What follows belongs to an exercise in optimizing a design on an open flow for small area; a production flow would make more cautious choices.
In this exercise RTL edits were held to simulation tests only and were not proved equivalent to the original.
The flow treats the clock pin as an ideal source, which a real chip does not have.
Power and IR drop assume default switching activity.

before:
==> flow/design.v (excerpt) <==
module sc_axi_slave # (
  parameter P_AD_W = 32,
  parameter P_DT_W = 32,
  parameter P_ID_W = 8
) (
  input S_AXI_ACLK,
  input S_AXI_ARESETN,
  input [P_ID_W-1:0] S_AXI_AWID,
  input [P_AD_W-1:0] S_AXI_AWADDR,
  input [7:0] S_AXI_AWLEN,
  input [2:0] S_AXI_AWSIZE,
  input [1:0] S_AXI_AWBURST,
  input S_AXI_AWLOCK,
  input [3:0] S_AXI_AWCACHE,
  input [2:0] S_AXI_AWPROT,
  input S_AXI_AWVALID,
  output reg S_AXI_AWREADY,
  input [P_DT_W-1:0] S_AXI_WDATA,
  input [P_DT_W/8-1:0] S_AXI_WSTRB,
  input S_AXI_WLAST,
  input S_AXI_WVALID,
  output reg S_AXI_WREADY,
  output reg [P_ID_W-1:0] S_AXI_BID,
  output [1:0] S_AXI_BRESP,
  output reg S_AXI_BVALID,
  input S_AXI_BREADY,
  input [P_ID_W-1:0] S_AXI_ARID,
  input [P_AD_W-1:0] S_AXI_ARADDR,
  input [7:0] S_AXI_ARLEN,
  input [2:0] S_AXI_ARSIZE,
  input [1:0] S_AXI_ARBURST,
  input S_AXI_ARLOCK,
  input [3:0] S_AXI_ARCACHE,
  input [2:0] S_AXI_ARPROT,
  input S_AXI_ARVALID,
  output reg S_AXI_ARREADY,
  output reg [P_ID_W-1:0] S_AXI_RID,
  output reg [P_DT_W-1:0] S_AXI_RDATA,
  output [1:0] S_AXI_RRESP,
  output reg S_AXI_RLAST,
  output reg S_AXI_RVALID,
  input S_AXI_RREADY,
  output reg REG_WEN,
  output reg [P_AD_W-1:0] REG_WADDR,
  output reg [P_DT_W/8-1:0] REG_WBTEN,
  output [P_DT_W-1:0] REG_WDATA,
  output reg REG_REN,
  output reg [P_AD_W-1:0] REG_RADDR,
  input [P_DT_W-1:0] REG_RDATA,
  input REG_WACCERR,
  input REG_RACCERR,
  input REG_RWAIT
);
Size in the first run: ~1,100 cells after synthesis, roughly 360 I/O pins, roughly 14,000 sq um of cells after synthesis.
==> flow/config.mk <==
export PLATFORM = sky130hd
export DESIGN_NAME = sc_axi_slave
export DESIGN_NICKNAME = sc_axi_slave
export VERILOG_FILES = /design/flow/design.v
export SDC_FILE = /design/flow/constraint.sdc
export NUM_CORES = 4
export LEC_CHECK = 0
export CAP_MARGIN = 20
export CORE_MARGIN = 2
export CORE_UTILIZATION = 65
export CTS_BUF_LIST = sky130_fd_sc_hd__clkbuf_4
export SLEW_MARGIN = 20
==> flow/constraint.sdc <==
create_clock -name core_clock -period 5.0 [get_ports {S_AXI_ACLK}]
set_input_delay 1.0000 -clock core_clock [delete_from_list [all_inputs] [get_ports {S_AXI_ACLK}]]
set_output_delay 1.0000 -clock core_clock [all_outputs]
set_load 0.01 [all_outputs]
run.sh (not shown) runs the stock make flow with config.mk's settings and CLKGATE_MAP_FILE= SYNTH_SCRIPT=/design/flow/synth_recipe.tcl, a recipe that flattens the netlist after the stock synthesis.
before finished end to end and its layout was clean on timing, DRC and antenna.
Here is what was changed in the inputs of after compared with before.
Settings: CTS_BUF_LIST: sky130_fd_sc_hd__clkbuf_4 -> unset; CORE_UTILIZATION: 65 -> 40.
### Flow results
- Sequential share of layout area: after and before compared, lower one is after
- Sequential cell count came out exactly the same in after and before.
- The startpoint of the most critical setup path comes out r_aw_lat_rflg in one run and REG_REN in the other, namely in before and after respectively.
- Max cell count across after and before: after

========
sc_axi_slave, a different RTL version from the one above (not shown whole).
For scale: about 310 flip-flops, roughly 360 I/O pins, roughly 13000 um2 of cells after synthesis.
clock: 5.0 ns
lec_check: 0
cap_margin: 20
core_margin: 2
core_utilization: 40
slew_margin: 20
standard.sh (not shown) runs the stock make flow with config.mk's settings and CLKGATE_MAP_FILE= SYNTH_SCRIPT=/design/flow/synth_recipe.tcl, a recipe that flattens the netlist after the stock synthesis.
==> flow/flow/run.sh <==
#!/bin/bash
# Standard ORFS layout, with the port buffers made of the smallest buffer cell.
set -o pipefail
export BUFFER_PORTS_ARGS="-buffer_cell sky130_fd_sc_hd__buf_1"
bash standard.sh > standard.log 2>&1
The baseline passed the timing, design-rule and antenna checks.
Rerun with:
==> flow/run.sh (new file) <==
#!/bin/bash
# synth_recipe.tcl (not shown) runs the flow's synth.tcl, then flattens the netlist and writes it again
# the make line also repeats each setting of config.mk as NAME=value (left out here)
make -C /OpenROAD-flow-scripts/flow DESIGN_CONFIG=/design/flow/config.mk WORK_HOME=/design/flow/orfs CLKGATE_MAP_FILE= SYNTH_SCRIPT=/design/flow/synth_recipe.tcl finish
removed: flow/flow/run.sh
removed: flow/standard.sh
What happened: Design area rose by 13%. Wire length rose by 6.0%. Total power rose by 6.2%. Global-route usage rose by 1.1 points. Worst setup slack loses 0.042 ns. Synthesized cell count does not change. Register-to-register slack gains 0.12 ns. Cell count stays flat. Hold slack gains 0.0054 ns. Via count rose by 1.2%. Die area stays the same.

========
## oak
sc_axi_slave, a different RTL version from the one above (not shown whole).
Size: ~890 cells after synthesis, about 360 I/O pins, roughly 12,000 µm² of cells after synthesis.
export LEC_CHECK = 0
export CAP_MARGIN = 20
export CORE_MARGIN = 2
export CORE_UTILIZATION = 70
export SLEW_MARGIN = 20
create_clock -name core_clock -period 5.0 [get_ports {S_AXI_ACLK}]
==> flow/flow/run.sh <==
#!/bin/bash
# Layout flow: the standard synthesis and ORFS layout (standard.sh), with
#  - the combinational logic of the synthesized netlist re-mapped by ABC for area
#    (registers untouched; the result is proven equivalent, else the standard
#    netlist is kept)
#  - port buffers made of the smallest buffer cell (sky130_fd_sc_hd__buf_1)
#  - clock tree of clkbuf_8 with sink clusters of 20, no dummy loads; leaf
#    buffers whose flip-flop clock pins see a slew over 100 ps are then
#    upsized to clkbuf_16 (flow/upsize.tcl)
# Each tool's output goes to a log file of its own in this folder.
set -uo pipefail
W=$PWD
F=$W/flow
R=$W/orfs/results/sky130hd/sc_axi_slave/base
LIB=$FLOW_HOME/platforms/sky130hd/lib/sky130_fd_sc_hd__tt_025C_1v80.lib
YOSYS=$FLOW_HOME/../tools/install/yosys/bin/yosys
command -v "$YOSYS" >/dev/null 2>&1 || YOSYS=yosys
DONTUSE=$(grep -A100 "DONT_USE_CELLS" $FLOW_HOME/platforms/sky130hd/config.mk | grep -o "sky130_fd_sc_hd__[a-z0-9_]*" | sed 's/^/-dont_use /' | tr '\n' ' ')

export BUFFER_PORTS_ARGS="-buffer_cell sky130_fd_sc_hd__buf_1"
export CTS_ARGS="-sink_clustering_enable -repair_clock_nets -dont_use_dummy_load -buf_list sky130_fd_sc_hd__clkbuf_8 -sink_clustering_size 20 -sink_clustering_max_diameter 50"

bash standard.sh synth > standard_synth.log 2>&1 || exit 1

cp $R/1_2_yosys.v $W/standard_netlist.v
sed -e "s#LIBFILE#$LIB#g" -e "s#IN_V#$W/standard_netlist.v#" -e "s#OUT_V#$W/reabc_netlist.v#" \
    -e "s#DONTUSE#$DONTUSE#" -e "s#ABCSCRIPT#$F/area.abc#" $F/reabc.ys > $W/reabc.ys
sed -e "s#LIBFILE#$LIB#g" -e "s#IN_V#$W/standard_netlist.v#" -e "s#OUT_V#$W/reabc_netlist.v#" \
    $F/eq.ys > $W/eq.ys
if "$YOSYS" -l $W/reabc.log -q $W/reabc.ys > /dev/null 2>&1 && \
   "$YOSYS" -l $W/eq.log -q $W/eq.ys > /dev/null 2>&1; then
  echo "re-mapped netlist proven equivalent; using it" > $W/reabc_status.log
  cp $W/reabc_netlist.v $R/1_2_yosys.v
  rm -f $R/1_synth.odb $R/1_synth.sdc
else
  echo "re-mapping failed or not proven; keeping the standard netlist" > $W/reabc_status.log
fi

bash standard.sh cts > standard_cts.log 2>&1 || exit 1
RDIR=$R CLK_SLEW_LIMIT=0.10 openroad -no_init -exit $F/upsize.tcl > $W/upsize.log 2>&1 || exit 1

bash standard.sh > standard.log 2>&1
==> flow/flow/upsize.tcl <==
# Upsize clock-tree leaf buffers whose flip-flop clock pins see a slow slew.
set R $::env(RDIR)
read_db $R/4_cts.odb
read_liberty $::env(FLOW_HOME)/platforms/sky130hd/lib/sky130_fd_sc_hd__tt_025C_1v80.lib
read_sdc $R/4_cts.sdc
source $::env(FLOW_HOME)/platforms/sky130hd/setRC.tcl
set_propagated_clock [all_clocks]
estimate_parasitics -placement
set lim $::env(CLK_SLEW_LIMIT)
set big [[ord::get_db] findMaster sky130_fd_sc_hd__clkbuf_16]
set done {}
foreach p [get_pins -of_objects [all_registers] -filter "name==CLK"] {
  set s 0
  foreach k {slew_max_rise slew_max_fall} { set v [get_property $p $k]; if {$v > $s} {set s $v} }
  if {$s > $lim} {
    set net [get_nets -of_objects $p]
    foreach d [get_pins -of_objects $net -filter "direction==output"] {
      set inst [get_property $d full_name]
      set iname [get_property [get_cells -of_objects $d] full_name]
      if {[lsearch $done $iname] < 0} {
        set oi [[ord::get_db_block] findInst $iname]
        set m [[$oi getMaster] getName]
        puts "upsize $iname $m (clock pin slew [format %.3f $s])"
        if {[string match sky130_fd_sc_hd__clkbuf_* $m]} { $oi swapMaster $big }
        lappend done $iname
      }
    }
  }
}
puts "upsized [llength $done] buffers"
detailed_placement
check_placement
estimate_parasitics -placement
set worst 0
foreach p [get_pins -of_objects [all_registers] -filter "name==CLK"] {
  foreach k {slew_max_rise slew_max_fall} { set v [get_property $p $k]; if {$v > $worst} {set worst $v} }
}
puts "worst clock pin slew after upsizing: $worst"
write_db $R/4_cts.odb
Other scripts of this flow, unchanged in this note and not shown: flow/flow/area.abc, flow/flow/eq.ys, flow/flow/reabc.ys
Modified inputs, pine compared to oak
--- a/flow/flow/run.sh
+++ b/flow/flow/run.sh
@@ -5,7 +5,5 @@
 #    netlist is kept)
 #  - port buffers made of the smallest buffer cell (sky130_fd_sc_hd__buf_1)
-#  - clock tree of clkbuf_8 with sink clusters of 20, no dummy loads; leaf
-#    buffers whose flip-flop clock pins see a slew over 100 ps are then
-#    upsized to clkbuf_16 (flow/upsize.tcl)
+#  - clock tree of clkbuf_8 with sink clusters of 20, no dummy loads
 # Each tool's output goes to a log file of its own in this folder.
 set -uo pipefail
@@ -37,6 +35,3 @@
 fi
 
-bash standard.sh cts > standard_cts.log 2>&1 || exit 1
-RDIR=$R CLK_SLEW_LIMIT=0.10 openroad -no_init -exit $F/upsize.tcl > $W/upsize.log 2>&1 || exit 1
-
 bash standard.sh > standard.log 2>&1
removed: flow/flow/upsize.tcl
Notes after the runs:
- Lower part of the cycle the worst path needs among pine and oak: pine
- Looking at power across pine and oak, the one that comes out lower is pine.
- Diff pine and oak: area growth from synthesis to layout lower in pine
- In pine relative to oak, wire length of the first global-routing pass had gone down slightly.
- | sequential share of layout area | higher: pine |

port drivers added, routing unchanged:
The results above use ideal ports. As a check the final layouts listed here were re-extracted and re-timed, cells and wires unchanged.
Step 1, drivers: a clkbuf_16 drives S_AXI_ACLK and a buf_2 each remaining input, both assumed.
Step 2 times the ports against the registers' clock, not the clock port: input delays grow and output delays shrink by t, the midpoint of the rising clock arrivals with the driver on.
Slacks: ideal ports / drivers / drivers and shift; pairs: ideal ports / drivers.
| run | t, ns | slack for setup (ns) | worst setup path after step 2 | slew at the worst register clock pin (ns) | pins driven straight from the clock port |
|---|---|---|---|---|---|
| before | 0.715 | 1.784 / 1.784 / 1.335 | input to register | 0.08 / 0.08 | 1 |
| after | 0.550 | 1.797 / 1.748 / 1.475 | input to register | 0.06 / 0.06 | 1 |
| the first run of note 2 | 0.554 | 1.990 / 2.012 / 1.458 | input to register | 0.06 / 0.06 | 1 |
| the second run of note 2 | 0.552 | 1.948 / 1.948 / 1.396 | input to register | 0.06 / 0.06 | 1 |
| oak | 0.580 | 0.361 / 0.361 / 0.361 | register to register | 0.10 / 0.10 | 1 |
| pine | 0.562 | 0.391 / 0.391 / 0.391 | register to register | 0.12 / 0.12 | 1 |
After both steps every run listed still meets setup and hold. For the second run of note 2, which loses most, drivers alone change the setup slack by 0.000 ns; drivers and shift together by -0.552 ns.
